Context: an optimization exercise on an open-source flow, tuned for small area, a short achievable clock period and few clock cycles per item. The choices shown serve that exercise and are no tape-out recipe.
The RTL was checked by simulation tests, not by an equivalence proof against the original design.

## design.v

```verilog
module padder1(in, is_last, byte_num, out);
    input  [63:0] in;
    input         is_last;
    input  [2:0]  byte_num;
    output [63:0] out;
    genvar k;
    generate
      for (k = 0; k < 8; k = k + 1) begin : B
        wire keep = ~is_last | (byte_num > k);
        wire pad  = is_last & (byte_num == k);
        assign out[8*k +: 8] = (in[63-8*k -: 8] & {8{keep}}) | {7'b0, pad};
      end
    endgenerate
endmodule
module padder(clk, reset, in, in_ready, is_last, byte_num, buffer_full,
              lane, sel, pad_now, buf_q, gv, gp, rnd, run, hold, out_ready);
    input              clk, reset;
    input      [63:0]  in;
    input              in_ready, is_last;
    input      [2:0]   byte_num;
    output reg         buffer_full;
    output     [63:0]  lane;         
    output     [8:0]   sel;          
    output             pad_now;      
    output reg [575:0] buf_q;        
    output reg [8:0]   gv;           
    output reg         gp;           
    output reg [4:0]   rnd;          
    output reg         run;          
    output reg         hold;         
    output reg         out_ready;
    reg                busy;         
    reg        [3:0]   wc;           
    reg                ready;        
    reg                fin;          
    reg                lastperm;     
    reg        [8:0]   v;            
    reg                p;            
    wire               r23, accept, direct, buffered, complete, start;
    wire               busy_n, ready_n, fin_n, p_n, r23_n;
    wire       [4:0]   rnd_n;
    wire       [3:0]   wc_n;
    wire       [8:0]   v_n;
    padder1 p0 (in, is_last, byte_num, lane);
    assign r23      = busy & (rnd == 5'd23);
    assign accept   = in_ready & ~buffer_full;
    assign direct   = accept & ~busy;
    assign buffered = accept & busy;
    assign complete = accept & (is_last | (wc == 4'd8));
    assign start    = (~busy & complete) | (r23 & ready);
    assign pad_now  = direct & is_last;
    assign busy_n   = ~reset & (start | (busy & ~r23));
    assign rnd_n    = (~reset & busy & ~r23) ? rnd + 5'd1 : 5'd0;
    assign r23_n    = busy_n & (rnd_n == 5'd23);
    assign wc_n     = (reset | start) ? 4'd0 : accept ? wc + 4'd1 : wc;
    assign ready_n  = ~reset & ~start & (ready | (buffered & complete));
    assign fin_n    = ~reset & (fin | (accept & is_last));
    assign p_n      = ~reset & ~r23 & (p | (buffered & is_last));
    genvar j;
    generate
      for (j = 0; j < 9; j = j + 1) begin : L
        assign sel[j] = direct & (wc == j);
        assign v_n[j] = ~reset & ~r23 & (v[j] | (buffered & (wc == j)));
        always @ (posedge clk)
          if (buffered && wc == j)
            buf_q[64*j +: 64] <= lane;
      end
    endgenerate
    always @ (posedge clk)
      begin
        busy        <= busy_n;
        rnd         <= rnd_n;
        wc          <= wc_n;
        ready       <= ready_n;
        fin         <= fin_n;
        v           <= v_n;
        p           <= p_n;
        gv          <= v_n & {9{r23_n}};
        gp          <= p_n & r23_n;
        run         <= busy_n;
        hold        <= ~reset & ~busy_n;
        buffer_full <= fin_n | ready_n | r23_n;
      end
    always @ (posedge clk)
      if (reset)
        lastperm <= 0;
      else if (start)
        lastperm <= fin_n;
    always @ (posedge clk)
      if (reset)
        out_ready <= 0;
      else if (r23 && lastperm)
        out_ready <= 1;
endmodule
module rconst2in1(i, rc);
    input      [4:0]  i;
    output     [63:0] rc;
    reg        [6:0]  r;    
    always @ (*)
      case (i)
        5'd0:  r = 7'b0000001;   
        5'd1:  r = 7'b0011010;   
        5'd2:  r = 7'b1011110;   
        5'd3:  r = 7'b1110000;   
        5'd4:  r = 7'b0011111;   
        5'd5:  r = 7'b0100001;   
        5'd6:  r = 7'b1111001;   
        5'd7:  r = 7'b1010101;   
        5'd8:  r = 7'b0001110;   
        5'd9:  r = 7'b0001100;   
        5'd10: r = 7'b0110101;   
        5'd11: r = 7'b0100110;   
        5'd12: r = 7'b0111111;   
        5'd13: r = 7'b1001111;   
        5'd14: r = 7'b1011101;   
        5'd15: r = 7'b1010011;   
        5'd16: r = 7'b1010010;   
        5'd17: r = 7'b1001000;   
        5'd18: r = 7'b0010110;   
        5'd19: r = 7'b1100110;   
        5'd20: r = 7'b1111001;   
        5'd21: r = 7'b1011000;   
        5'd22: r = 7'b0100001;   
        5'd23: r = 7'b1110100;   
        default: r = 7'b0000000;
      endcase
    assign rc = {r[6], 31'b0, r[5], 15'b0, r[4], 7'b0, r[3], 3'b0, r[2], 1'b0, r[1], r[0]};
endmodule
module round2in1(in, rc, out);
    input  [1599:0] in;
    input  [63:0]   rc;
    output [1599:0] out;
    wire   [63:0]   c[0:4];
    wire   [63:0]   d[0:4];
    wire   [63:0]   b[0:24];
    function integer rotc(input integer l);
        case (l)
           0: rotc =  0;  1: rotc =  1;  2: rotc = 62;  3: rotc = 28;  4: rotc = 27;
           5: rotc = 36;  6: rotc = 44;  7: rotc =  6;  8: rotc = 55;  9: rotc = 20;
          10: rotc =  3; 11: rotc = 10; 12: rotc = 43; 13: rotc = 25; 14: rotc = 39;
          15: rotc = 41; 16: rotc = 45; 17: rotc = 15; 18: rotc = 21; 19: rotc =  8;
          20: rotc = 18; 21: rotc =  2; 22: rotc = 61; 23: rotc = 56; 24: rotc = 14;
          default: rotc = 0;
        endcase
    endfunction
    genvar x, y;
    generate
      for (x = 0; x < 5; x = x + 1) begin : TC
        assign c[x] = in[64*x +: 64] ^ in[64*(x+5) +: 64] ^ in[64*(x+10) +: 64]
                    ^ in[64*(x+15) +: 64] ^ in[64*(x+20) +: 64];
      end
      for (x = 0; x < 5; x = x + 1) begin : TD
        assign d[x] = c[(x+4)%5] ^ {c[(x+1)%5][62:0], c[(x+1)%5][63]};
      end
      for (y = 0; y < 5; y = y + 1) begin : TY
        for (x = 0; x < 5; x = x + 1) begin : TX
          wire [63:0] t = in[64*(5*y+x) +: 64] ^ d[x];
          if (rotc(5*y+x) == 0) begin : R0
            assign b[y + 5*((2*x+3*y)%5)] = t;
          end else begin : RN
            assign b[y + 5*((2*x+3*y)%5)] = {t[63-rotc(5*y+x):0], t[63:64-rotc(5*y+x)]};
          end
        end
      end
      for (y = 0; y < 5; y = y + 1) begin : CY
        for (x = 0; x < 5; x = x + 1) begin : CX
          if (x == 0 && y == 0) begin : IO
            assign out[0 +: 64] = b[0] ^ (~b[1] & b[2]) ^ rc;
          end else begin : CH
            assign out[64*(5*y+x) +: 64] = b[5*y+x] ^ (~b[5*y+(x+1)%5] & b[5*y+(x+2)%5]);
          end
        end
      end
    endgenerate
endmodule
module f_permutation(clk, lane, sel, pad_now, buf_q, gv, gp, rnd, run, hold, out);
    input               clk;
    input      [63:0]   lane;
    input      [8:0]    sel;
    input               pad_now;
    input      [575:0]  buf_q;
    input      [8:0]    gv;
    input               gp;
    input      [4:0]    rnd;
    input               run, hold;
    output reg [1599:0] out;
    wire       [1599:0] round_out;
    wire       [63:0]   rc;
    wire       [575:0]  mb, md;      
    genvar j;
    generate
      for (j = 0; j < 9; j = j + 1) begin : M
        if (j == 8) begin : P
          assign mb[64*j +: 64] = (buf_q[64*j +: 64] & {64{gv[j]}}) ^ {gp, 63'b0};
          assign md[64*j +: 64] = (lane & {64{sel[j]}}) ^ {pad_now, 63'b0};
        end else begin : D
          assign mb[64*j +: 64] = buf_q[64*j +: 64] & {64{gv[j]}};
          assign md[64*j +: 64] = lane & {64{sel[j]}};
        end
      end
    endgenerate
    rconst2in1 rconst_ (rnd, rc);
    round2in1 round_ (out, rc, round_out);
    always @ (posedge clk)
      out <= run ? (round_out ^ {1024'b0, mb})
                 : ((out & {1600{hold}}) ^ {1024'b0, md});
endmodule
module keccak(clk, reset, in, in_ready, is_last, byte_num, buffer_full, out, out_ready);
    input              clk, reset;
    input      [63:0]  in;
    input              in_ready, is_last;
    input      [2:0]   byte_num;
    output             buffer_full;
    output     [511:0] out;
    output             out_ready;
    wire       [63:0]  lane;
    wire       [8:0]   sel, gv;
    wire               pad_now, gp, run, hold;
    wire       [575:0] buf_q;
    wire       [4:0]   rnd;
    wire      [1599:0] state;
    padder
      padder_ (clk, reset, in, in_ready, is_last, byte_num, buffer_full,
               lane, sel, pad_now, buf_q, gv, gp, rnd, run, hold, out_ready);
    f_permutation
      f_permutation_ (clk, lane, sel, pad_now, buf_q, gv, gp, rnd, run, hold, state);
    genvar w, b;
    generate
      for (w = 0; w < 8; w = w + 1) begin : L0
        for (b = 0; b < 8; b = b + 1) begin : L1
          assign out[511 - 64*w - 8*b -: 8] = state[64*w + 8*b +: 8];
        end
      end
    endgenerate
endmodule
```

## flow/run.sh

```bash
#!/bin/bash
# The standard layout, with two changes: the port buffers are buf_4 cells
# rather than the default pick, and timing repair may change a cell's
# footprint (so it can resize the port buffers too).
set -euo pipefail
bash standard.sh synth > synth.log 2>&1
sed -e 's#"\${@:-finish}"#MATCH_CELL_FOOTPRINT=0 "BUFFER_PORTS_ARGS=-buffer_cell sky130_fd_sc_hd__buf_4" "${@:-finish}"#' \
    standard.sh > layout.sh
grep -q 'MATCH_CELL_FOOTPRINT=0' layout.sh
bash layout.sh finish > layout.log 2>&1
test -s out/final.def
```

## standard.sh

```bash
#!/bin/bash
# synth_recipe.tcl (not shown) runs the flow's synth.tcl, then flattens the netlist and writes it again
# the make line also repeats each setting of config.mk as NAME=value (left out here)
make -C /OpenROAD-flow-scripts/flow DESIGN_CONFIG=/design/flow/config.mk WORK_HOME=/design/flow/orfs CLKGATE_MAP_FILE= SYNTH_SCRIPT=/design/flow/synth_recipe.tcl "${@:-finish}"
```

## config.mk

```make
export PLATFORM = sky130hd
export DESIGN_NAME = keccak
export DESIGN_NICKNAME = keccak
export VERILOG_FILES = /design/flow/design.v
export SDC_FILE = /design/flow/constraint.sdc
export NUM_CORES = 4
export LEC_CHECK = 0
export ABC_CLOCK_PERIOD_IN_PS = 4000
export CAP_MARGIN = 30
export CORE_MARGIN = 2
export CORE_UTILIZATION = 25
export CTS_CLUSTER_DIAMETER = 100
export CTS_CLUSTER_SIZE = 30
export GPL_ROUTABILITY_DRIVEN = 1
export GPL_TIMING_DRIVEN = 1
export PLACE_DENSITY = 0.35
export SETUP_SLACK_MARGIN = 5
export SLEW_MARGIN = 40
```

## constraint.sdc

```tcl
create_clock -name core_clock -period 9.0 [get_ports {clk}]
set_input_delay 1.8000 -clock core_clock [delete_from_list [all_inputs] [get_ports {clk}]]
set_output_delay 1.8000 -clock core_clock [all_outputs]
set_load 0.01 [all_outputs]
```

==> key figures, run 1 <==
Critical path
  – Ordered list of cells on the worst path: buf_4
  – Worst r2r dst: f_permutation_.out[628]$_DFF_P_
  – Buf/Inv on CP: 1
  – Crit start category: flip-flop
  – Critical Path AT: 2.19 ns
  – Required @ worst endpoint: 7.20 ns
  – CP top delay family: flip-flops
  – Crit-path max cell delay: 0.90 ns
  – Critical path fanouts, max: 4
  – R2r startpoint: f_permutation_.out[152]$_DFF_P_
  – R2R Setup Slk: 5.23 ns
  – Crit end category: output port
  – Critical path's slowest cell: dfxtp_1
  – Reg2reg path depth: 6
  – Crit Path Class: reg2out

Logic synthesis
  – Asr flop ratio synth: 0
  – Share of Yosys cell area claimed by the top area cell type: 0.2556
  – Ys Warns: 4
  – Syn Std Cell Area: 166400 sq um
  – Syn Nets: 14900
  – Yosys cell types: 52
  – Synth area leader: xnor3_1
  – Largest cells by area after synthesis: xnor3_1 26%, dfxtp_1 20%, xnor2_1 12%
  – Main synth FF type: dfxtp_1
  – Post-Syn Instances: 14820
  – Seq/Total Area, Yosys: 0.3016
  – Synth top cells by count: 2641 x nand2_1, 2340 x xnor2_1, 1889 x xnor3_1, 1643 x dfxtp_1, 1007 x o21ai_0
  – Count leader, synth: nand2_1
  – Post-synth EDFFs: 576
  – #FFs+latches synth: 2219
  – Syn avg cell area: 11.23 sq um

STA
  – Final period utilization: 0.4430
  – Tightest Pin Transition: 1.091 ns
  – Relative max-transition margin: 0.2727
  – Min Tclk post-route: 3.987 ns
  – Max-slew violations: 0
  – RSZ-0062 raised after global routing: no
  – Max Fclk: 0.2508 GHz
  – Hold Fails Final Rpt: 0
  – Setup Viol. Count Final: 0
  – Total negative setup slack: 0 ns
  – Clock Skews: 0.07878 ns

Die
  – Die X: 819.9 microns
  – Die Ht: 819.9 microns
  – Rows: 299
  – Io pins: 585
  – Die Area: 672200 sq um
  – Starting Density: 0.2510
  – Core Region: 662900 sq um

Layout
  – Post-layout net count: 15190
  – Synthesis-to-layout area growth: 13.55%
  – Post-Layout Cell Count: 24220
  – Layout cells sized above 1: 0.1482

Placement
  – Post-DP HPWL: 1028000 microns
  – Gp weighted congestion: 1.048
  – Placed insts: 23800
  – I/O Buffers: 584

Clock network
  – Clock-pin slew on the worst setup and hold paths: 0.12 ns
  – Clk buf depth: 4
  – Worst-skew pair later-pin latency: 1.05 ns
  – Clk sink count: 2219
  – CTS tree: built
  – Clock Root Buffer: clkbuf_16
  – H-tree levels: 4
  – CTS buffer count: 172

Route
  – DRT antenna net count: 0
  – Drt wl/cell: 49.84 microns
  – Pre-antenna DRT Iters: 5
  – Via count: 117000
  – Average vias per placed instance: 4.831
  – DRC errors left: 0
  – DR iter-0 viols: 15770
  – WL final: 1207000 microns

Global routing
  – Vias in the first global route: 104700
  – Gr ovfl total: 0
  – Largest net degree at the start of global routing: 148
  – Global-route wire length before repair: 1453000 microns
  – Gr usage total: 0.3489
  – Initial antenna violation count: 182

Status
  – Run status: finished clean

Worst hold path
  – Hold Crit Endpoint: padder_.v[6]$_DFF_P_
  – HP Class: reg2reg
  – Worst hold start: padder_.v[6]$_DFF_P_
  – Hold path depth: 2

Run
  – Max-Cap Viols: 0
==> flip-flops by register name, summed over array words and instances (netlist names) <==
signal,flops
padder_.out_ready,1
f_permutation_.rconst_.r,7
padder_.hold,1
padder_.gp,1
padder_.p,1
padder_.v,9
padder_.wc,4
padder_.run,1
padder_.fin,1
padder_.lastperm,1
padder_.buffer_full,1
padder_.rnd,5
f_permutation_.out,1600
padder_.ready,1
padder_.gv,9
padder_.buf_q,576
==> timing repair <==
item | CTS | global route
setup buffers | 2 | 4
resized for setup | 5 | 1
pin swaps | 0 | 1
setup endpoints to repair | 79 | 12
cloned | 2 | 0
hold buffers | 0 | 0
==> per-stage QoR <==
stage                     utilization  worst slack, ns  cell area, sq um  hold WS [ns]
after floorplan                     -            4.560            166400        0.4265
after global placement         0.2725            3.488            180700        0.4338
after detailed placement       0.2744            3.571            181900        0.4437
after CTS                      0.2842            5.009            188400        0.4723
after global routing           0.2847            5.027            188700        0.4888
final                          0.2850            5.013            189000        0.4672
==> logic make-up after synthesis <==
group | count (synthesis) | share of synthesized area
fa+ha+maj | 12 | 0.0009022
xor+xnor | 5322 | 0.4673
mux | 568 | 0.03417
buf+inv | 1072 | 0.03589
simple gates | 4542 | 0.1272
compound gates | 1085 | 0.03295
flops | 2219 | 0.3016
==> metal layers <==
layer / wire length, microns / vias to the layer above / GRT usage
met2: 490800 / 5546 / 0.4928
met4: 79220 / 60 / 0.1941
met1: 530900 / 61660 / 0.4769
li1: - / 48890 / -
met3: 105800 / 853 / 0.09804
met5: 413 / - / 0
==> final cells by class <==
type                    instances  area, sq um
fillers                     68810       474000
multi-input cells           11530       111700
flip-flops and latches       2219        50230
well taps                    8879        11110
repair buffers               1150         9145
clock buffers                 185         4447
clock inverters               134         1963
diodes                         94        235.2
inverters                      29        116.4
==> cells in the final DEF, fill, tap and decap left out, types with 8 or more instances in the layout <==
master	count
nor2_1	240
xnor2_2	104
buf_8	8
inv_16	8
edfxtp_1	576
dfxtp_1	1632
o21ai_1	34
xnor3_2	356
inv_6	23
clkbuf_16	175
nand2_1	2633
a21oi_1	21
inv_1	27
dfxtp_4	10
bufinv_16	17
nor2b_1	561
clkinv_8	26
nand3_1	19
ha_1	10
inv_8	22
buf_6	11
xor3_1	23
xnor2_4	243
nand2b_1	988
xor2_1	734
buf_4	1100
xnor3_1	1528
nor2b_4	19
diode_2	94
o21ai_0	1007
and2_1	14
and2_4	13
xnor2_1	2321
clkinv_4	12
mux2i_1	567
nor3_1	13
buf_12	28
==> worst max path at each step <==
| stage | from | to | slack (ns) | cells past startpoint |
|---|---|---|---|---|
| detailed placement | in_ready | f_permutation_.out[416]$_DFF_P_ | 3.57 | 8 |
| CTS | f_permutation_.out[207]$_DFF_P_ | out[311] | 5.01 | 1 |
| finish | f_permutation_.out[207]$_DFF_P_ | out[311] | 5.01 | 1 |
| global route | f_permutation_.out[207]$_DFF_P_ | out[311] | 5.03 | 1 |
| global placement | in_ready | f_permutation_.out[163]$_DFF_P_ | 3.49 | 8 |
| floorplan | in_ready | padder_.buffer_full$_DFF_P_ | 4.56 | 6 |
Testbench counts, summed over its fixed seeds: cycles 22,651, messages 320.
==> inputs of run 2 (changes only) <==
==> flow/run.sh (replaced) <==
#!/bin/bash
# The standard flow (the standard.sh make command and settings) with
# three changes: the 3-input XOR/XNOR cells are not used (two 2-input ones
# are smaller and as fast), the port buffers are buf_4 cells rather than the
# default pick, and timing repair may change a cell's footprint.
set -euo pipefail
PDU=$(sed -n '/export DONT_USE_CELLS += /,/^#/p' "$FLOW_HOME/platforms/sky130hd/config.mk" | grep -o 'sky130_fd_sc_hd__[A-Za-z0-9_]*' | tr '\n' ' ')
X3="sky130_fd_sc_hd__xnor3_1 sky130_fd_sc_hd__xnor3_2 sky130_fd_sc_hd__xnor3_4 sky130_fd_sc_hd__xor3_1 sky130_fd_sc_hd__xor3_2 sky130_fd_sc_hd__xor3_4"
sed -e "s#\"\\\${@:-finish}\"#'DONT_USE_CELLS=$PDU $X3' MATCH_CELL_FOOTPRINT=0 'BUFFER_PORTS_ARGS=-buffer_cell sky130_fd_sc_hd__buf_4' \"\${@:-finish}\"#" \
    standard.sh > layout.sh
grep -q 'MATCH_CELL_FOOTPRINT=0' layout.sh
bash layout.sh finish > layout.log 2>&1
test -s out/final.def
==> run 2 against run 1 <==
Compared with the run above: via count decreased by 5.1%; critical path depth rose by 7; register-to-register slack lost 0.34 ns; cell area fell by 6.6%.
==> key figures, run 2 <==
Logic synthesis
  – Seq/Total Area, Yosys: 0.3488
  – Asr flop ratio synth: 0
  – Share of Yosys cell area claimed by the top area cell type: 0.2286
  – Count leader, synth: xnor2_1
  – #FFs+latches synth: 2219
  – Post-Syn Instances: 14450
  – Post-synth EDFFs: 576
  – Syn Nets: 14530
  – Synth area leader: dfxtp_1
  – Ys Warns: 4
  – Syn avg cell area: 9.956 sq um
  – Yosys cell types: 41
  – Synth top cells by count: 3684 x xnor2_1, 1827 x nand2_1, 1772 x xor2_1, 1643 x dfxtp_1, 1010 x a22o_1
  – Main synth FF type: dfxtp_1
  – Largest cells by area after synthesis: dfxtp_1 23%, xnor2_1 22%, edfxtp_1 12%
  – Syn Std Cell Area: 143900 sq um

Layout
  – Utilization after layout: 0.3080
  – Largest regs: f_permutation_.out: 1600 flops, padder_.buf_q: 576 flops
  – Layout cells sized above 1: 0.2047
  – Post-Layout Cell Count: 22700
  – Max reg flops: 1600
  – Most common cell after layout, fill and taps aside: xnor2_1
  – Fill count: 59130
  – Commonest cells after routing, fill and taps aside: 3529 x xnor2_1, 1819 x nand2_1, 1629 x dfxtp_1
  – Biggest register: f_permutation_.out
  – Seq. cell area: 50230 sq um
  – Synthesis-to-layout area growth: 22.71%
  – Multi-input gate area: 99620 sq um
  – Post-layout net count: 15000

STA
  – RSZ-0062 raised after global routing: no
  – Final period utilization: 0.4565
  – Clock Skews: 0.07794 ns
  – Min Tclk post-route: 4.109 ns
  – Hold Slack: 0.4617 ns
  – Setup Viol. Count Final: 0
  – Tightest Pin Transition: 1.099 ns
  – Total negative setup slack: 0 ns
  – Max-slew violations: 0
  – Max Fclk: 0.2434 GHz
  – Relative max-transition margin: 0.2668
  – Hold Fails Final Rpt: 0

Clock network
  – Clock-pin slew on the worst setup and hold paths: 0.10 ns
  – H-tree levels: 4
  – CTS tree: built
  – Clock Root Buffer: clkbuf_16
  – Worst-skew pair later-pin latency: 1.07 ns
  – Hold_buf cts: 0
  – Clk sink count: 2219
  – Clk buf depth: 4
  – CTS buffer count: 163

Critical path
  – Critical path fanouts, max: 5
  – Critical path's slowest cell: xnor2_1
  – Crit end category: flip-flop
  – Crit-path max cell delay: 0.76 ns
  – CP top delay family: XOR/XNOR gates
  – Critical Path AT: 5.09 ns
  – Most used cell, CP: xnor2_1
  – Buf/Inv on CP: 0
  – Crit start category: flip-flop
  – Required @ worst endpoint: 9.99 ns
  – Ordered list of cells on the worst path: xnor2_1 -> xnor2_1 -> xnor2_2 -> xor2_4 -> xor2_1 -> nand2b_1 -> xnor2_1 -> a22o_1
  – Crit Path Class: reg2reg

Route
  – DR iter-0 viols: 13960
  – DRT antenna net count: 0
  – Via count: 111000
  – DRC errors left: 0
  – Drt wl/cell: 47.76 microns
  – Average vias per placed instance: 4.889
  – Pre-antenna DRT Iters: 5
  – WL final: 1084000 microns

Global routing
  – Global-route wire length before repair: 1322000 microns
  – Gr ovfl total: 0
  – Vias in the first global route: 101700
  – Largest net degree at the start of global routing: 140
  – Gr usage total: 0.3615
  – Initial antenna violation count: 190

Die
  – Core Region: 573200 sq um
  – Die Area: 581600 sq um
  – Die Ht: 762.6 microns
  – Io pins: 585
  – Die X: 762.6 microns
  – Rows: 278
  – Starting Density: 0.2510

Placement
  – I/O Buffers: 584
  – Post-DP HPWL: 932200 microns
  – Gp weighted congestion: 1.126
  – Placed insts: 22300

Status
  – Run status: finished clean

Worst hold path
  – HP Class: reg2reg

Run
  – Max-Cap Viols: 0
==> run 2: cell type report <==
cell class              instances  area share
clock inverters               117    0.009129
multi-input cells           11170      0.5643
flip-flops and latches       2219      0.2845
repair buffers               1336     0.06232
clock buffers                 183     0.02429
diodes                         90    0.001276
well taps                    7560     0.05358
inverters                      27   0.0005741
==> run 2: per-layer routing <==
layer | part of all wire | track usage | wire (microns)
met1 | 0.42 | 0.4692 | 455600
met2 | 0.41 | 0.5207 | 445900
met3 | 0.087 | 0.1032 | 94330
met4 | 0.081 | 0.2384 | 87780
met5 | 0.00053 | 0 | 570
==> run 2: worst paths after layout <==
kind,startpoint,end,slack [ns],cells past startpoint
hold reg to reg,padder_.v[4]$_DFF_P_,padder_.v[4]$_DFF_P_,0.46,2
setup / recovery,f_permutation_.out[803]$_DFF_P_,f_permutation_.out[1115]$_DFF_P_,4.89,8
setup reg to reg,f_permutation_.out[803]$_DFF_P_,f_permutation_.out[1115]$_DFF_P_,4.89,8
hold / removal,padder_.v[4]$_DFF_P_,padder_.v[4]$_DFF_P_,0.46,2
==> run 2: repair_timing <==
| action | 4_1_cts | 5_1_grt |
|---|---|---|
| endpoints found under the setup margin | 97 | 2 |
| pin swaps | 3 | 0 |
| cloned | 4 | 0 |
| gates resized for setup | 2 | 2 |
| setup buffers | 3 | 0 |
==> run 2: per-stage QoR <==
| step | worst slack [ns] | cell area [sq um] |
|---|---|---|
| after floorplan | 4.520 | 143900 |
| after CTS | 5.016 | 175800 |
| after global placement | 3.069 | 163100 |
| after global routing | 5.037 | 176300 |
| after detailed placement | 3.639 | 169900 |
| final | 4.891 | 176500 |
==> run 2: cell families (layout without fill, tap and decap cells) <==
logic type,count (synthesis),in the layout,synth area share
AO/OA/AOI/OAI,1061,1061,0.06356
XOR/XNOR,5966,5966,0.3898
adder cells (fa/ha/maj),12,12,0.001044
buffers and inverters,1068,1663,0.04122
flip-flops,2219,2219,0.3488
multiplexers,584,584,0.04064
other,0,90,0
AND/OR/NAND/NOR,3540,3544,0.1149
==> run 2: worst reg2reg max path, cell delays in order, from the launching register on <==
cell and delay, ns:
dfxtp_1 0.38, xnor2_1 0.77, xnor2_1 0.24, xnor2_2 0.43
xor2_4 0.56, xor2_1 0.61, nand2b_1 0.15, xnor2_1 0.67
a22o_1 0.23
==> inputs of run 3 (changes only) <==
--- a/config.mk
+++ b/config.mk
@@ -9,8 +9,6 @@
 export CAP_MARGIN = 30
 export CORE_MARGIN = 2
 export CORE_UTILIZATION = 25
-export CTS_CLUSTER_DIAMETER = 100
-export CTS_CLUSTER_SIZE = 30
 export GPL_ROUTABILITY_DRIVEN = 1
 export GPL_TIMING_DRIVEN = 1
 export PLACE_DENSITY = 0.35
==> run 3 against run 2 <==
Compared with the run above: still clean; cell area rose by 2.5%; sequential share of layout area down 0.68 points; utilization rose by 0.76 points; critical endpoint is now f_permutation_.out[982]$_DFF_P_.
==> key figures, run 3 <==
Status
  – Run status: finished clean

STA
  – Max-slew violations: 0
  – Hold Fails Final Rpt: 0
  – Min Tclk post-route: 4.073 ns
  – Clock Skews: 0.06338 ns
  – Final period utilization: 0.4525
  – Relative max-transition margin: 0.2962
  – RSZ-0062 raised after global routing: no
  – Tightest Pin Transition: 1.052 ns
  – Setup Viol. Count Final: 0
  – Max Fclk: 0.2455 GHz
  – Total negative setup slack: 0 ns

Logic synthesis
  – Yosys cell types: 41
  – Synth area leader: dfxtp_1
  – Largest cells by area after synthesis: dfxtp_1 23%, xnor2_1 22%, edfxtp_1 12%
  – Seq/Total Area, Yosys: 0.3488
  – Share of Yosys cell area claimed by the top area cell type: 0.2286
  – Post-synth EDFFs: 576
  – Syn avg cell area: 9.956 sq um
  – Syn Nets: 14530
  – #FFs+latches synth: 2219
  – Post-Syn Instances: 14450
  – Syn Std Cell Area: 143900 sq um
  – Count leader, synth: xnor2_1
  – Synth top cells by count: 3684 x xnor2_1, 1827 x nand2_1, 1772 x xor2_1, 1643 x dfxtp_1, 1010 x a22o_1
  – Asr flop ratio synth: 0
  – Ys Warns: 4
  – Main synth FF type: dfxtp_1

Worst hold path
  – Hold path depth: 2
  – HP Class: reg2reg

Critical path
  – Critical path's slowest cell: xor2_1
  – Critical Path AT: 5.09 ns
  – Crit Path Class: reg2reg
  – Required @ worst endpoint: 10.02 ns
  – Crit start category: flip-flop
  – Crit-path max cell delay: 0.77 ns
  – R2R Setup Slk: 4.93 ns
  – Most used cell, CP: xnor2_1
  – Crit end category: flip-flop
  – Ordered list of cells on the worst path: xnor2_1 -> xnor2_1 -> xnor2_2 -> xor2_2 -> buf_4 -> xor2_1 -> nand2b_1 -> xnor2_1 -> a22o_1
  – CP top delay family: XOR/XNOR gates
  – Crit. path cell count: 9
  – Buf/Inv on CP: 1
  – Critical path fanouts, max: 5
  – Reg2reg path depth: 9

Clock network
  – Clock-pin slew on the worst setup and hold paths: 0.06 ns
  – H-tree levels: 5
  – Hold_buf cts: 0
  – Worst-skew pair later-pin latency: 1.09 ns
  – CTS tree: built
  – Clk buf depth: 4
  – Clock Root Buffer: clkbuf_16
  – Clk sink count: 2219
  – CTS buffer count: 319

Global routing
  – Global-route wire length before repair: 1327000 microns
  – Vias in the first global route: 103300
  – Initial antenna violation count: 170
  – Largest net degree at the start of global routing: 140
  – Gr ovfl total: 0
  – Gr usage total: 0.3627

Route
  – DR iter-0 viols: 13850
  – WL final: 1088000 microns
  – Drt wl/cell: 47.35 microns
  – Average vias per placed instance: 4.865
  – Via count: 111800
  – DRT antenna net count: 0
  – Pre-antenna DRT Iters: 5
  – DRC errors left: 0

Layout
  – Seq. cell area: 50230 sq um
  – Fill count: 58940
  – Post-layout net count: 15150
  – Max reg flops: 1600
  – Layout cells sized above 1: 0.2126
  – Biggest register: f_permutation_.out
  – Most common cell after layout, fill and taps aside: xnor2_1
  – Largest regs: f_permutation_.out: 1600 flops, padder_.buf_q: 576 flops
  – Synthesis-to-layout area growth: 25.73%
  – Post-Layout Cell Count: 22980
  – Multi-input gate area: 99610 sq um
  – Commonest cells after routing, fill and taps aside: 3529 x xnor2_1, 1819 x nand2_1, 1628 x dfxtp_1

Die
  – Die Area: 581600 sq um
  – Core Region: 573200 sq um
  – Die X: 762.6 microns
  – Io pins: 585
  – Rows: 278
  – Starting Density: 0.2510
  – Die Ht: 762.6 microns

Placement
  – Gp weighted congestion: 1.126
  – Placed insts: 22300
  – I/O Buffers: 584
  – Post-DP HPWL: 932200 microns

Run
  – Max-Cap Viols: 0
-- run 3: cell counts after synthesis --
Identical to the previous run, type by type.
-- run 3: final cells by class --
type | instances | share of cell area
Clock inverter | 115 | 0.006114
Timing Repair Buffer | 1336 | 0.06085
Tap cell | 7560 | 0.05229
Sequential cell | 2219 | 0.2777
Antenna cell | 90 | 0.001245
Inverter | 27 | 0.0005603
Clock buffer | 466 | 0.05060
Multi-Input combinational cell | 11170 | 0.5506
-- run 3: worst register-to-register path: stages, from the launching register on --
cell	delay, ns
dfxtp_1	0.42
xnor2_1	0.76
xnor2_1	0.22
xnor2_2	0.42
xor2_2	0.16
buf_4	0.24
xor2_1	0.79
nand2b_1	0.15
xnor2_1	0.68
a22o_1	0.22
-- run 3: repair_timing --
action,CTS,global route
endpoints found under the setup margin,98,0
resized for setup,4,0
setup buffers,3,0
-- run 3: metrics by stage --
step / setup slack [ns] / area (sq um) / util / hold slack, ns
floorplan: 4.520 / 143900 / - / 0.4265
global placement: 3.069 / 163100 / 0.2846 / 0.4366
detailed placement: 3.639 / 169900 / 0.2963 / 0.4431
CTS: 5.028 / 180200 / 0.3144 / 0.4578
global route: 5.025 / 180700 / 0.3152 / 0.4893
finish: 4.927 / 180900 / 0.3156 / 0.4550
-- run 3: final timing paths --
path,start,to
worst max-delay path,f_permutation_.out[332]$_DFF_P_,f_permutation_.out[982]$_DFF_P_
worst min-delay path,padder_.v[4]$_DFF_P_,padder_.v[4]$_DFF_P_
worst max register to register,f_permutation_.out[332]$_DFF_P_,f_permutation_.out[982]$_DFF_P_
worst min register to register,padder_.v[4]$_DFF_P_,padder_.v[4]$_DFF_P_
-- run 3: per-layer routing --
layer | routed length [microns] | part of all wire | vias up | track usage
li1 | - | - | 46840 | -
met1 | 453000 | 0.42 | 58170 | 0.4692
met2 | 446800 | 0.41 | 5305 | 0.5220
met3 | 98620 | 0.091 | 1412 | 0.1051
met4 | 88580 | 0.081 | 78 | 0.2415
met5 | 1160 | 0.0011 | - | 0
-- run 3: cell families (layout without fill, tap and decap cells) --
| logic type | Yosys count | in the layout | synth area share |
|---|---|---|---|
| AOI/OAI and AO/OA | 1061 | 1061 | 0.06356 |
| muxes | 584 | 584 | 0.04064 |
| buffers and inverters | 1068 | 1944 | 0.04122 |
| DFF | 2219 | 2219 | 0.3488 |
| and+or+nand+nor | 3540 | 3544 | 0.1149 |
| adders and majority gates | 12 | 12 | 0.001044 |
| xor gates and xnor gates | 5966 | 5966 | 0.3898 |
| other | 0 | 90 | 0 |
==> inputs of run 4 (changes only) <==
--- a/config.mk
+++ b/config.mk
@@ -9,6 +9,8 @@
 export CAP_MARGIN = 30
 export CORE_MARGIN = 2
 export CORE_UTILIZATION = 25
+export CTS_CLUSTER_DIAMETER = 80
+export CTS_CLUSTER_SIZE = 20
 export GPL_ROUTABILITY_DRIVEN = 1
 export GPL_TIMING_DRIVEN = 1
 export PLACE_DENSITY = 0.35
==> run 4 against run 3 <==
Compared with the run above: now fails the layout checks on capacitance limit, slew limit; global-route usage is 0.22 points lower; via count down 0.16%; cell area fell by 1.2%; wire length is 0.32% lower; maximum frequency shrank 1.9%; largest cell class unchanged.
==> key figures, run 4 <==
STA
  – Final period utilization: 0.4612
  – Relative max-transition margin: -0.09975
  – Tightest Pin Transition: 1.650 ns
  – Clock Skews: 0.06327 ns
  – Hold Fails Final Rpt: 0
  – Post-layout worst setup margin: 4.850 ns
  – Hold Slack: 0.4612 ns
  – Max Fclk: 0.2409 GHz
  – Min Tclk post-route: 4.150 ns
  – Max-slew violations: 9
  – Total negative setup slack: 0 ns
  – Setup Viol. Count Final: 0
  – RSZ-0062 raised after global routing: no

Layout
  – Most common cell after layout, fill and taps aside: xnor2_1
  – Largest regs: f_permutation_.out: 1600 flops, padder_.buf_q: 576 flops
  – Commonest cells after routing, fill and taps aside: 3531 x xnor2_1, 1819 x nand2_1, 1629 x dfxtp_1
  – Utilization after layout: 0.3119
  – Layout cells sized above 1: 0.2115
  – Post-layout net count: 15070
  – Synthesis-to-layout area growth: 24.26%
  – Biggest register: f_permutation_.out
  – Max reg flops: 1600

Placement
  – I/O Buffers: 584
  – Pre-CTS setup slack: 3.639 ns
  – Gp weighted congestion: 1.126
  – Post-DP HPWL: 932200 microns

Logic synthesis
  – Syn Std Cell Area: 143900 sq um
  – Yosys cell types: 41
  – Largest cells by area after synthesis: dfxtp_1 23%, xnor2_1 22%, edfxtp_1 12%
  – Syn Nets: 14530
  – Seq/Total Area, Yosys: 0.3488
  – Main synth FF type: dfxtp_1
  – Asr flop ratio synth: 0
  – Post-Syn Instances: 14450
  – Synth area leader: dfxtp_1
  – Ys Warns: 4
  – Synth top cells by count: 3684 x xnor2_1, 1827 x nand2_1, 1772 x xor2_1, 1643 x dfxtp_1, 1010 x a22o_1
  – Post-synth EDFFs: 576
  – #FFs+latches synth: 2219
  – Syn avg cell area: 9.956 sq um
  – Count leader, synth: xnor2_1
  – Share of Yosys cell area claimed by the top area cell type: 0.2286

Critical path
  – R2R Setup Slk: 4.85 ns
  – Ordered list of cells on the worst path: xnor2_1 -> xnor2_1 -> xnor2_2 -> xor2_2 -> xor2_4 -> nand2b_1 -> xnor2_1 -> a22o_1
  – R2r startpoint: f_permutation_.out[770]$_DFF_P_
  – Reg2reg path depth: 8
  – Crit Path Class: reg2reg
  – Crit-path max cell delay: 0.77 ns
  – Critical path's slowest cell: xnor2_1
  – Critical Path AT: 5.08 ns
  – Buf/Inv on CP: 0
  – Crit start category: flip-flop
  – Required @ worst endpoint: 9.93 ns
  – Crit end category: flip-flop
  – Most used cell, CP: xnor2_1
  – Worst r2r dst: f_permutation_.out[667]$_DFF_P_
  – CP top delay family: XOR/XNOR gates
  – Critical path fanouts, max: 5

Clock network
  – CTS tree: built
  – H-tree levels: 4
  – Clock Root Buffer: clkbuf_16
  – Clock-pin slew on the worst setup and hold paths: 0.08 ns
  – Hold_buf cts: 0
  – CTS buffer count: 231
  – Worst-skew pair later-pin latency: 1.03 ns
  – Clk sink count: 2219
  – Clk buf depth: 4

Die
  – Die Ht: 762.6 microns
  – Starting Density: 0.2510
  – Io pins: 585
  – Core Region: 573200 sq um
  – Rows: 278
  – Die X: 762.6 microns
  – Die Area: 581600 sq um

Route
  – Drt wl/cell: 47.50 microns
  – Via count: 111600
  – DRT antenna net count: 0
  – Pre-antenna DRT Iters: 6
  – DR iter-0 viols: 13840
  – Average vias per placed instance: 4.888
  – WL final: 1085000 microns
  – DRC errors left: 0

Worst hold path
  – HP Class: reg2reg
  – Hold Crit Endpoint: padder_.v[1]$_DFF_P_
  – Hold path depth: 2
  – Worst hold start: padder_.v[1]$_DFF_P_

Status
  – Run status: complete, but fails checks
  – Layout check failures: capacitance limit, slew limit

Global routing
  – Initial antenna violation count: 165
  – Gr usage total: 0.3605
  – Global-route wire length before repair: 1319000 microns
  – Gr ovfl total: 0
  – Largest net degree at the start of global routing: 140
  – Vias in the first global route: 102300

Run
  – Max-Cap Viols: 1
[run 4: kinds of logic after synthesis]
| family | count (synthesis) | share of synthesized area |
|---|---|---|
| AND/OR/NAND/NOR | 3540 | 0.1149 |
| multiplexers | 584 | 0.04064 |
| adder cells (fa/ha/maj) | 12 | 0.001044 |
| AO/OA/AOI/OAI | 1061 | 0.06356 |
| buffers and inverters | 1068 | 0.04122 |
| flip-flops | 2219 | 0.3488 |
| XOR/XNOR | 5966 | 0.3898 |
[run 4: per-layer routing]
layer	vias to the layer above	global-route usage	part of all wire
li1	46650	-	-
met1	58420	0.4680	0.42
met2	5178	0.5189	0.41
met3	1332	0.1024	0.087
met4	50	0.2387	0.081
met5	-	0	0.00033
[run 4: area by class of cell]
type	instances	area, sq um
Fill cell	58950	394500
Multi-Input combinational cell	11170	99590
Sequential cell	2219	50230
Timing Repair Buffer	1338	11030
Tap cell	7560	9459
Clock buffer	253	6011
Clock inverter	180	2123
Antenna cell	93	232.7
Inverter	27	101.3
[run 4: timing repair]
action	4_1_cts	5_1_grt
gates cloned	0	3
setup buffers	0	5
gates resized for setup	0	5
pin swaps	1	2
endpoints found under the setup margin	94	104
[run 4: through the flow]
| step | instance area [sq um] | instances |
|---|---|---|
| after floorplan | 143900 | 14450 |
| after global placement | 163100 | 22260 |
| after detailed placement | 169900 | 22300 |
| after CTS | 178000 | 22730 |
| after global routing | 178600 | 22750 |
| final | 178800 | 22840 |
[run 4: worst max-delay path by stage]
stage                                               start                         endpoint  depth (start not counted)
after floorplan                                  in_ready      padder_.buffer_full$_DFF_P_                          6
after global placement                           in_ready  f_permutation_.out[317]$_DFF_P_                         10
after detailed placement                         in_ready  f_permutation_.out[323]$_DFF_P_                         10
after CTS                                        in_ready  f_permutation_.out[331]$_DFF_P_                         10
after global routing                  padder_.run$_DFF_P_  f_permutation_.out[287]$_DFF_P_                          5
final                     f_permutation_.out[770]$_DFF_P_  f_permutation_.out[667]$_DFF_P_                          8
[run 4: tightest hold or removal path: cells and delay by family, from the launching register on]
kind	cells	cell delay [ns]
flops	1	0.31
simple gates	2	0.12
==> inputs of run 5 (changes only) <==
--- a/config.mk
+++ b/config.mk
@@ -9,8 +9,8 @@
 export CAP_MARGIN = 30
 export CORE_MARGIN = 2
 export CORE_UTILIZATION = 25
-export CTS_CLUSTER_DIAMETER = 80
-export CTS_CLUSTER_SIZE = 20
+export CTS_CLUSTER_DIAMETER = 100
+export CTS_CLUSTER_SIZE = 24
 export GPL_ROUTABILITY_DRIVEN = 1
 export GPL_TIMING_DRIVEN = 1
 export PLACE_DENSITY = 0.35
==> run 5 against run 4 <==
Compared with the run above: the run now finishes clean; critical path type unchanged; area after synthesis is the same; utilization down 0.40 points; synthesized cell count is the same.
==> key figures, run 5 <==
Layout
  – Commonest cells after routing, fill and taps aside: 3528 x xnor2_1, 1819 x nand2_1, 1629 x dfxtp_1
  – Most common cell after layout, fill and taps aside: xnor2_1
  – Post-layout net count: 15000
  – Largest regs: f_permutation_.out: 1600 flops, padder_.buf_q: 576 flops
  – Biggest register: f_permutation_.out
  – Seq. cell area: 50230 sq um
  – Post-Layout Cell Count: 22690
  – Layout cells sized above 1: 0.2047
  – Synthesis-to-layout area growth: 22.67%
  – Max reg flops: 1600
  – Fill count: 59130
  – Final instance area: 176500 sq um
  – Multi-input gate area: 99640 sq um

Logic synthesis
  – Synth area leader: dfxtp_1
  – Yosys cell types: 41
  – #FFs+latches synth: 2219
  – Syn Nets: 14530
  – Asr flop ratio synth: 0
  – Synth top cells by count: 3684 x xnor2_1, 1827 x nand2_1, 1772 x xor2_1, 1643 x dfxtp_1, 1010 x a22o_1
  – Share of synthesized area spent on multiplexers: 0.04064
  – Simple-gate share of the synthesized area: 0.1149
  – Fraction of synthesized cell area in xor and xnor cells: 0.3898
  – Count leader, synth: xnor2_1
  – Largest cells by area after synthesis: dfxtp_1 23%, xnor2_1 22%, edfxtp_1 12%
  – Synth Area in Adders: 0.001044
  – Syn Std Cell Area: 143900 sq um
  – Post-Syn Instances: 14450
  – Post-synth EDFFs: 576
  – Share of Yosys cell area claimed by the top area cell type: 0.2286
  – Syn avg cell area: 9.956 sq um
  – Seq/Total Area, Yosys: 0.3488
  – Main synth FF type: dfxtp_1
  – Ys Warns: 4
  – Largest family of logic cells by synthesized area: XOR/XNOR gates
  – Compound-Gate Fraction of Synth Area: 0.06356

Global routing
  – Largest net degree at the start of global routing: 140
  – Initial antenna violation count: 174
  – Busiest grt layer: met2
  – Vias in the first global route: 101700
  – Global-route wire length before repair: 1322000 microns
  – GR Util met2: 0.5204
  – Gr ovfl total: 0
  – Met3 Usage GRT: 0.09746
  – M1 GR Usage: 0.4730
  – Gr usage total: 0.3616

STA
  – RSZ-0062 raised after global routing: no
  – Hold Fails Final Rpt: 0
  – Clock Skews: 0.08578 ns
  – Final period utilization: 0.4498
  – Tightest Pin Transition: 1.068 ns
  – Setup Viol. Count Final: 0
  – Hold Slack: 0.4617 ns
  – Min Tclk post-route: 4.048 ns
  – Max-slew violations: 0
  – Max Fclk: 0.2470 GHz
  – Relative max-transition margin: 0.2857
  – Total negative setup slack: 0 ns

Clock network
  – CTS tree: built
  – Clock-pin slew on the worst setup and hold paths: 0.11 ns
  – Clk buf depth: 4
  – Worst-skew pair later-pin latency: 1.08 ns
  – Clock Root Buffer: clkbuf_16
  – H-tree levels: 4
  – Clk sink count: 2219
  – CTS buffer count: 164
  – Hold_buf cts: 0

Critical path
  – Crit Path Class: reg2reg
  – Critical path's slowest cell: xor2_2
  – Crit start category: flip-flop
  – Required @ worst endpoint: 10.00 ns
  – Most used cell, CP: xnor2_1
  – Crit-path max cell delay: 0.74 ns
  – Ordered list of cells on the worst path: xnor2_1 -> xnor2_1 -> xnor2_2 -> xor2_2 -> xor2_1 -> nand2b_1 -> xnor2_1 -> a22o_1
  – Reg2reg path depth: 8
  – Critical Path AT: 5.05 ns
  – Critical path fanouts, max: 5
  – R2R Setup Slk: 4.95 ns
  – Crit end category: flip-flop

Die
  – Rows: 278
  – Die X: 762.6 microns
  – Die Ht: 762.6 microns
  – Die Area: 581600 sq um
  – Core Region: 573200 sq um
  – Io pins: 585
  – Starting Density: 0.2510

Route
  – WL final: 1084000 microns
  – Drt wl/cell: 47.76 microns
  – Via count: 110600
  – Pre-antenna DRT Iters: 6
  – DRT antenna net count: 0
  – Average vias per placed instance: 4.874
  – DRC errors left: 0
  – DR iter-0 viols: 14050

Placement
  – I/O Buffers: 584
  – Placed cell areas: 169900 sq um
  – Placed insts: 22300
  – Post-DP HPWL: 932200 microns
  – Gp weighted congestion: 1.126

Worst hold path
  – Hold path depth: 2
  – HP Class: reg2reg

Run
  – Max-Cap Viols: 0

Status
  – Run status: finished clean
==> run 5: cell counts after synthesis <==
Identical to the previous run, type by type.
==> run 5: metrics by stage <==
stage / worst slack (ns) / utilization
finish: 4.952 / 0.3079
global route: 5.016 / 0.3076
CTS: 5.017 / 0.3066
detailed placement: 3.639 / 0.2963
global placement: 3.069 / 0.2846
floorplan: 4.520 / -
==> run 5: critical path, delay by kind of cell (launching register included) <==
family / cells / cell delay [ns]
compound gates: 1 / 0.23
xor+xnor: 6 / 3.18
flops: 1 / 0.41
simple gates: 1 / 0.14
==> run 5: area by class of cell <==
class,instances,area share
Antenna cell,76,0.001078
Clock buffer,185,0.02428
Clock inverter,117,0.008784
Inverter,27,0.0005742
Multi-Input combinational cell,11170,0.5646
Sequential cell,2219,0.2846
Tap cell,7560,0.05360
Timing Repair Buffer,1336,0.06248
==> run 5: logic make-up after synthesis <==
kind of cell               count (synthesis)
muxes                                    584
and+or+nand+nor                         3540
DFF                                     2219
AOI/OAI and AO/OA                       1061
xor gates and xnor gates                5966
adders and majority gates                 12
buffers and inverters                   1068
==> run 5: repair_timing <==
item | 4_1_cts | 5_1_grt
pin swaps | 3 | 0
cloned | 4 | 0
resized for setup | 2 | 2
endpoints found under the setup margin | 97 | 3
setup buffers | 2 | 0
==> run 5: final timing paths <==
kind,startpoint,to
hold / removal,padder_.v[4]$_DFF_P_,padder_.v[4]$_DFF_P_
setup / recovery,f_permutation_.out[805]$_DFF_P_,f_permutation_.out[1008]$_DFF_P_
setup reg to reg,f_permutation_.out[805]$_DFF_P_,f_permutation_.out[1008]$_DFF_P_
hold reg to reg,padder_.v[4]$_DFF_P_,padder_.v[4]$_DFF_P_
==> run 5: metal layers <==
layer,vias to the layer above,wire (microns)
li1,46390,-
met1,57840,457100
met2,5121,444700
met3,1178,93110
met4,48,87980
met5,-,687
==> inputs of run 6 (changes only) <==
--- a/config.mk
+++ b/config.mk
@@ -8,11 +8,11 @@
 export ABC_CLOCK_PERIOD_IN_PS = 4000
 export CAP_MARGIN = 30
 export CORE_MARGIN = 2
-export CORE_UTILIZATION = 25
+export CORE_UTILIZATION = 30
 export CTS_CLUSTER_DIAMETER = 100
 export CTS_CLUSTER_SIZE = 24
 export GPL_ROUTABILITY_DRIVEN = 1
 export GPL_TIMING_DRIVEN = 1
-export PLACE_DENSITY = 0.35
+export PLACE_DENSITY = 0.45
 export SETUP_SLACK_MARGIN = 5
 export SLEW_MARGIN = 40
==> run 6 against run 5 <==
Compared with the run above: still clean on timing, DRC and antenna; clock skew is 0.027 ns lower; synthesized cell count did not move; wire length rose by 2.0%; sequential cell count unchanged; maximum frequency shrank 2.3%; area after synthesis stayed put; sequential share of layout area increased by 0.15 points; critical path depth stayed put.
==> key figures, run 6 <==
Logic synthesis
  – Ys Warns: 4
  – Syn avg cell area: 9.956 sq um
  – Share of Yosys cell area claimed by the top area cell type: 0.2286
  – Syn Nets: 14530
  – Fraction of synthesized cell area in xor and xnor cells: 0.3898
  – Synth top cells by count: 3684 x xnor2_1, 1827 x nand2_1, 1772 x xor2_1, 1643 x dfxtp_1, 1010 x a22o_1
  – Simple-gate share of the synthesized area: 0.1149
  – Largest cells by area after synthesis: dfxtp_1 23%, xnor2_1 22%, edfxtp_1 12%
  – Synth Area in Adders: 0.001044
  – Yosys cell types: 41
  – Synth area leader: dfxtp_1
  – Compound-Gate Fraction of Synth Area: 0.06356
  – Post-Syn Instances: 14450
  – Post-synth EDFFs: 576
  – Share of synthesized area spent on multiplexers: 0.04064
  – Syn Std Cell Area: 143900 sq um
  – Largest family of logic cells by synthesized area: XOR/XNOR gates
  – Count leader, synth: xnor2_1
  – Asr flop ratio synth: 0
  – Seq/Total Area, Yosys: 0.3488
  – Main synth FF type: dfxtp_1
  – #FFs+latches synth: 2219

Clock network
  – CTS tree: built
  – CTS buffer count: 164
  – Hold_buf cts: 0
  – Worst-skew pair later-pin latency: 0.99 ns
  – Clk sink count: 2219
  – H-tree levels: 4
  – Clk buf depth: 4
  – Clock-pin slew on the worst setup and hold paths: 0.10 ns
  – Clock Root Buffer: clkbuf_16

Route
  – Via count: 113100
  – Drt wl/cell: 51.18 microns
  – Average vias per placed instance: 5.234
  – WL final: 1105000 microns
  – DRT antenna net count: 0
  – DR iter-0 viols: 15520
  – Pre-antenna DRT Iters: 5
  – DRC errors left: 0

Layout
  – Max reg flops: 1600
  – Post-layout net count: 15040
  – Most common cell after layout, fill and taps aside: xnor2_1
  – Largest regs: f_permutation_.out: 1600 flops, padder_.buf_q: 576 flops
  – Layout cells sized above 1: 0.2075
  – Commonest cells after routing, fill and taps aside: 3531 x xnor2_1, 1820 x nand2_1, 1631 x dfxtp_1
  – Synthesis-to-layout area growth: 22.02%
  – Biggest register: f_permutation_.out

Die
  – Rows: 254
  – Io pins: 585
  – Die Area: 485100 sq um
  – Die X: 696.5 microns
  – Die Ht: 696.5 microns
  – Starting Density: 0.3010
  – Core Region: 478000 sq um

Placement
  – Pre-CTS setup slack: 3.586 ns
  – Gp weighted congestion: 1.087
  – I/O Buffers: 584
  – Post-DP HPWL: 952100 microns

STA
  – Final period utilization: 0.4606
  – Post-layout worst setup margin: 4.855 ns
  – Max Fclk: 0.2412 GHz
  – Clock Skews: 0.05848 ns
  – Hold Fails Final Rpt: 0
  – Relative max-transition margin: 0.2789
  – Tightest Pin Transition: 1.078 ns
  – Min Tclk post-route: 4.145 ns
  – RSZ-0062 raised after global routing: no
  – Total negative setup slack: 0 ns
  – Setup Viol. Count Final: 0
  – Max-slew violations: 0

Global routing
  – Largest net degree at the start of global routing: 148
  – Global-route wire length before repair: 1341000 microns
  – Initial antenna violation count: 165
  – Vias in the first global route: 102300
  – Gr ovfl total: 0
  – Gr usage total: 0.4444

Critical path
  – Critical Path AT: 5.06 ns
  – Required @ worst endpoint: 9.92 ns
  – Crit Path Class: reg2reg
  – Crit start category: flip-flop
  – Critical path fanouts, max: 5
  – Reg2reg path depth: 8
  – Crit end category: flip-flop

Worst hold path
  – HP Class: reg2reg
  – Hold path depth: 2

Run
  – Max-Cap Viols: 0

Status
  – Run status: finished clean
## run 6: worst max-delay path, stage by stage (launching register included)
cell      delay (ns)
dfxtp_1         0.90
xnor2_1         0.17
xnor2_1         0.47
xnor2_2         0.27
xor2_2          0.76
xor2_1          0.37
nand2b_1        0.27
xnor2_1         0.62
a22o_1          0.23
## run 6: what timing repair did
item | 4_1_cts | 5_1_grt
pin swaps | 1 | 0
setup endpoints to repair | 225 | 27
setup buffers | 5 | 0
resized for setup | 5 | 2
## run 6: final cells by class
type	count	area, sq um
clock buffer	188	4323
clock inverter	111	1440
sequential	2219	50230
timing repair buffer	1383	11270
inverter	27	101.3
antenna	111	277.8
tap	6400	8008
fill	48030	302400
multi-input combinational	11160	99900
## run 6: kinds of logic after synthesis
logic type,Yosys count
buffers and inverters,1068
and+or+nand+nor,3540
muxes,584
DFF,2219
adders and majority gates,12
xor gates and xnor gates,5966
AOI/OAI and AO/OA,1061
## run 6: through the flow
step	util	std cells	hold WS (ns)	instance area, sq um
4_1_cts	0.3660	21490	0.4651	175000
3_5_place_dp	0.3538	21180	0.4414	169100
6_report	0.3673	21600	0.4612	175600
5_1_grt	0.3668	21520	0.4833	175300
2_1_floorplan	-	14450	0.4265	143900
3_3_place_gp	0.3398	21160	0.4348	162400
## run 6: path summary, 6_finish.rpt
kind / start / to / slack (ns)
worst max register to register: f_permutation_.out[437]$_DFF_P_ / f_permutation_.out[699]$_DFF_P_ / 4.85
worst min-delay path: padder_.v[1]$_DFF_P_ / padder_.v[1]$_DFF_P_ / 0.46
worst max-delay path: f_permutation_.out[437]$_DFF_P_ / f_permutation_.out[699]$_DFF_P_ / 4.85
worst min register to register: padder_.v[1]$_DFF_P_ / padder_.v[1]$_DFF_P_ / 0.46
## run 6: routing by layer
metal / part of all wire / GRT usage / vias up
met3: 0.089 / 0.1195 / 1276
met1: 0.41 / 0.5780 / 59330
li1: - / - / 46460
met5: 0.00053 / 0.003367 / -
met2: 0.41 / 0.6379 / 5948
met4: 0.083 / 0.3065 / 52
==> inputs of run 7 (changes only) <==
--- a/config.mk
+++ b/config.mk
@@ -6,13 +6,13 @@
 export NUM_CORES = 4
 export LEC_CHECK = 0
 export ABC_CLOCK_PERIOD_IN_PS = 4000
-export CAP_MARGIN = 30
+export CAP_MARGIN = 20
 export CORE_MARGIN = 2
-export CORE_UTILIZATION = 30
+export CORE_UTILIZATION = 25
 export CTS_CLUSTER_DIAMETER = 100
 export CTS_CLUSTER_SIZE = 24
 export GPL_ROUTABILITY_DRIVEN = 1
 export GPL_TIMING_DRIVEN = 1
-export PLACE_DENSITY = 0.45
+export PLACE_DENSITY = 0.35
 export SETUP_SLACK_MARGIN = 5
-export SLEW_MARGIN = 40
+export SLEW_MARGIN = 25
==> run 7 against run 6 <==
Compared with the run above: sequential cell count is the same; clock skew grew 0.028 ns; area after synthesis is the same.
==> key figures, run 7 <==
Status
  – Run status: finished clean

STA
  – Max-slew violations: 0
  – Clock Skews: 0.08689 ns
  – Hold Fails Final Rpt: 0
  – Max Fclk: 0.2380 GHz
  – RSZ-0062 raised after global routing: yes
  – Relative max-transition margin: 0.03606
  – Total negative setup slack: 0 ns
  – Final period utilization: 0.4668
  – Tightest Pin Transition: 1.446 ns
  – Min Tclk post-route: 4.201 ns
  – Setup Viol. Count Final: 0
  – Hold Slack: 0.4640 ns

Placement
  – Placed insts: 22260
  – Post-DP HPWL: 928400 microns
  – Placed cell areas: 164400 sq um
  – Gp weighted congestion: 1.126
  – I/O Buffers: 584

Layout
  – Largest regs: f_permutation_.out: 1600 flops, padder_.buf_q: 576 flops
  – Commonest cells after routing, fill and taps aside: 3554 x xnor2_1, 1820 x nand2_1, 1630 x dfxtp_1
  – Post-layout net count: 14960
  – Post-Layout Cell Count: 22660
  – Final instance area: 170900 sq um
  – Synthesis-to-layout area growth: 18.80%
  – Most common cell after layout, fill and taps aside: xnor2_1
  – Biggest register: f_permutation_.out
  – Layout cells sized above 1: 0.1941
  – Max reg flops: 1600
  – Utilization after layout: 0.2982

Route
  – DRT antenna net count: 0
  – Drt wl/cell: 48.04 microns
  – DR iter-0 viols: 14640
  – DRC errors left: 0
  – Pre-antenna DRT Iters: 6
  – Via count: 110500
  – WL final: 1088000 microns
  – Average vias per placed instance: 4.875

Critical path
  – R2R Setup Slk: 4.80 ns
  – Required @ worst endpoint: 9.93 ns
  – Critical path fanouts, max: 5
  – Critical Path AT: 5.13 ns
  – Crit Path Class: reg2reg
  – Crit path from: f_permutation_.out[348]$_DFF_P_
  – Crit end category: flip-flop
  – Worst r2r dst: f_permutation_.out[1272]$_DFF_P_
  – Crit start category: flip-flop
  – R2r startpoint: f_permutation_.out[348]$_DFF_P_
  – Reg2reg path depth: 8

Global routing
  – Global-route wire length before repair: 1322000 microns
  – Largest net degree at the start of global routing: 140
  – Gr usage total: 0.3619
  – Vias in the first global route: 101800
  – Gr ovfl total: 0
  – Initial antenna violation count: 152

Logic synthesis
  – Fraction of synthesized cell area in xor and xnor cells: 0.3898
  – Count leader, synth: xnor2_1
  – Compound-Gate Fraction of Synth Area: 0.06356
  – Syn avg cell area: 9.956 sq um
  – Synth Area in Adders: 0.001044
  – #FFs+latches synth: 2219
  – Share of Yosys cell area claimed by the top area cell type: 0.2286
  – Main synth FF type: dfxtp_1
  – Simple-gate share of the synthesized area: 0.1149
  – Syn Nets: 14530
  – Asr flop ratio synth: 0
  – Largest family of logic cells by synthesized area: XOR/XNOR gates
  – Synth area leader: dfxtp_1
  – Largest cells by area after synthesis: dfxtp_1 23%, xnor2_1 22%, edfxtp_1 12%
  – Ys Warns: 4
  – Share of synthesized area spent on multiplexers: 0.04064
  – Synth top cells by count: 3684 x xnor2_1, 1827 x nand2_1, 1772 x xor2_1, 1643 x dfxtp_1, 1010 x a22o_1
  – Post-synth EDFFs: 576
  – Yosys cell types: 41
  – Post-Syn Instances: 14450
  – Seq/Total Area, Yosys: 0.3488
  – Syn Std Cell Area: 143900 sq um

Die
  – Rows: 278
  – Die Ht: 762.6 microns
  – Starting Density: 0.2510
  – Die Area: 581600 sq um
  – Core Region: 573200 sq um
  – Die X: 762.6 microns
  – Io pins: 585

Clock network
  – Worst-skew pair later-pin latency: 1.07 ns
  – Clock Root Buffer: clkbuf_16
  – Clk buf depth: 4
  – Hold_buf cts: 0
  – CTS buffer count: 164
  – CTS tree: built
  – H-tree levels: 4
  – Clk sink count: 2219
  – Clock-pin slew on the worst setup and hold paths: 0.10 ns

Worst hold path
  – Hold path depth: 2
  – Worst hold start: padder_.v[4]$_DFF_P_
  – Hold Crit Endpoint: padder_.v[4]$_DFF_P_
  – HP Class: reg2reg

Run
  – Max-Cap Viols: 0
==> run 7: changes by cell type in the layout (fill, tap and decap cells not counted), sizes merged, moves of 2 or more <==
cell	before	now
diode	111	82
buf	1383	1297
clkbuf	188	186
and2	29	33
and3	5	9
clkinvlp	9	7
clkinv	36	41
==> run 7: worst max path at each step <==
stage / to / slack (ns) / cells past startpoint
floorplan: padder_.buffer_full$_DFF_P_ / 4.52 / 6
global placement: f_permutation_.out[317]$_DFF_P_ / 3.07 / 10
detailed placement: f_permutation_.out[317]$_DFF_P_ / 3.41 / 10
CTS: f_permutation_.out[82]$_DFF_P_ / 4.89 / 8
global route: f_permutation_.rconst_.r[4]$_DFF_P_ / 4.92 / 10
finish: f_permutation_.out[1272]$_DFF_P_ / 4.80 / 8
==> run 7: area by class of cell <==
| cell class | instances | area, sq um |
|---|---|---|
| Sequential cell | 2219 | 50230 |
| Clock buffer | 186 | 4428 |
| Tap cell | 7560 | 9459 |
| Clock inverter | 115 | 1395 |
| Multi-Input combinational cell | 11170 | 95040 |
| Timing Repair Buffer | 1297 | 10050 |
| Inverter | 27 | 101.3 |
| Antenna cell | 82 | 205.2 |
| Fill cell | 59710 | 402300 |
==> run 7: critical path: stages, from the launching register on <==
cell and delay (ns):
dfxtp_1 0.47, xnor2_1 0.54, xnor2_1 0.24, xnor2_1 0.58, xor2_2 0.75, xor2_2 0.93, nand2b_1 0.26, xnor2_1 0.08
a22o_1 0.21
==> run 7: cells by family (layout without fill, tap and decap cells) <==
logic type	after synthesis	count (layout)
muxes	584	584
xor gates and xnor gates	5966	5966
and+or+nand+nor	3540	3548
DFF	2219	2219
buffers and inverters	1068	1625
AOI/OAI and AO/OA	1061	1061
adders and majority gates	12	12
other	0	82
==> run 7: layer usage <==
layer	vias up	track usage	share of wire	wire length, microns
li1	46250	-	-	-
met1	57860	0.4775	0.42	458700
met2	5128	0.5272	0.41	450500
met3	1158	0.08868	0.085	92500
met4	54	0.2290	0.078	85140
met5	-	0	0.0014	1559
==> run 7: repair_timing <==
item,4_1_cts,5_1_grt
endpoints found under the setup margin,207,31
pin swaps,3,0
gates cloned,7,1
resized for setup,22,8
buffers inserted,2,1
==> run 7: metrics by stage <==
step	setup slack [ns]
final	4.799
after global routing	4.924
after CTS	4.894
after detailed placement	3.410
after global placement	3.069
after floorplan	4.520

[afterwards: timing with drivers on the ports]
How much do the figures lean on ideal ports? The routed layouts below were timed once more, with nothing changed but the port constraints. Step 1, drivers: a clkbuf_16 drives clk and a buf_2 each remaining input, both assumed. Step 2, shift: input delay + t, output delay - t, t = (earliest + latest rising clock arrival at the registers) / 2. This alone moves slack from input paths to output paths. Three values: ideal, step 1, step 2; two values: the first two.
run | shift t [ns] | setup WS [ns] | latest minus earliest clock arrival (ns) | slew at the worst register clock pin (ns) | worst slew at a driven data input, ns
run 1 | 1.159 | 5.013 / 4.863 / 4.095 | 0.085 / 0.086 | 0.12 / 0.12 | 0.11
run 2 | 1.138 | 4.891 / 4.891 / 4.011 | 0.100 / 0.100 | 0.12 / 0.12 | 0.09
run 3 | 1.168 | 4.927 / 4.927 / 3.998 | 0.073 / 0.073 | 0.07 / 0.07 | 0.09
run 4 | 1.145 | 4.850 / 4.850 / 4.001 | 0.065 / 0.065 | 0.10 / 0.10 | 0.09
run 5 | 1.139 | 4.952 / 4.924 / 4.005 | 0.098 / 0.098 | 0.12 / 0.12 | 0.09
run 6 | 1.112 | 4.855 / 4.855 / 4.099 | 0.063 / 0.063 | 0.12 / 0.12 | 0.15
run 7 | 1.135 | 4.799 / 4.799 / 4.049 | 0.087 / 0.087 | 0.12 / 0.12 | 0.09
For run 5, which loses most, drivers alone change the setup slack by -0.028 ns; drivers and shift together by -0.947 ns.
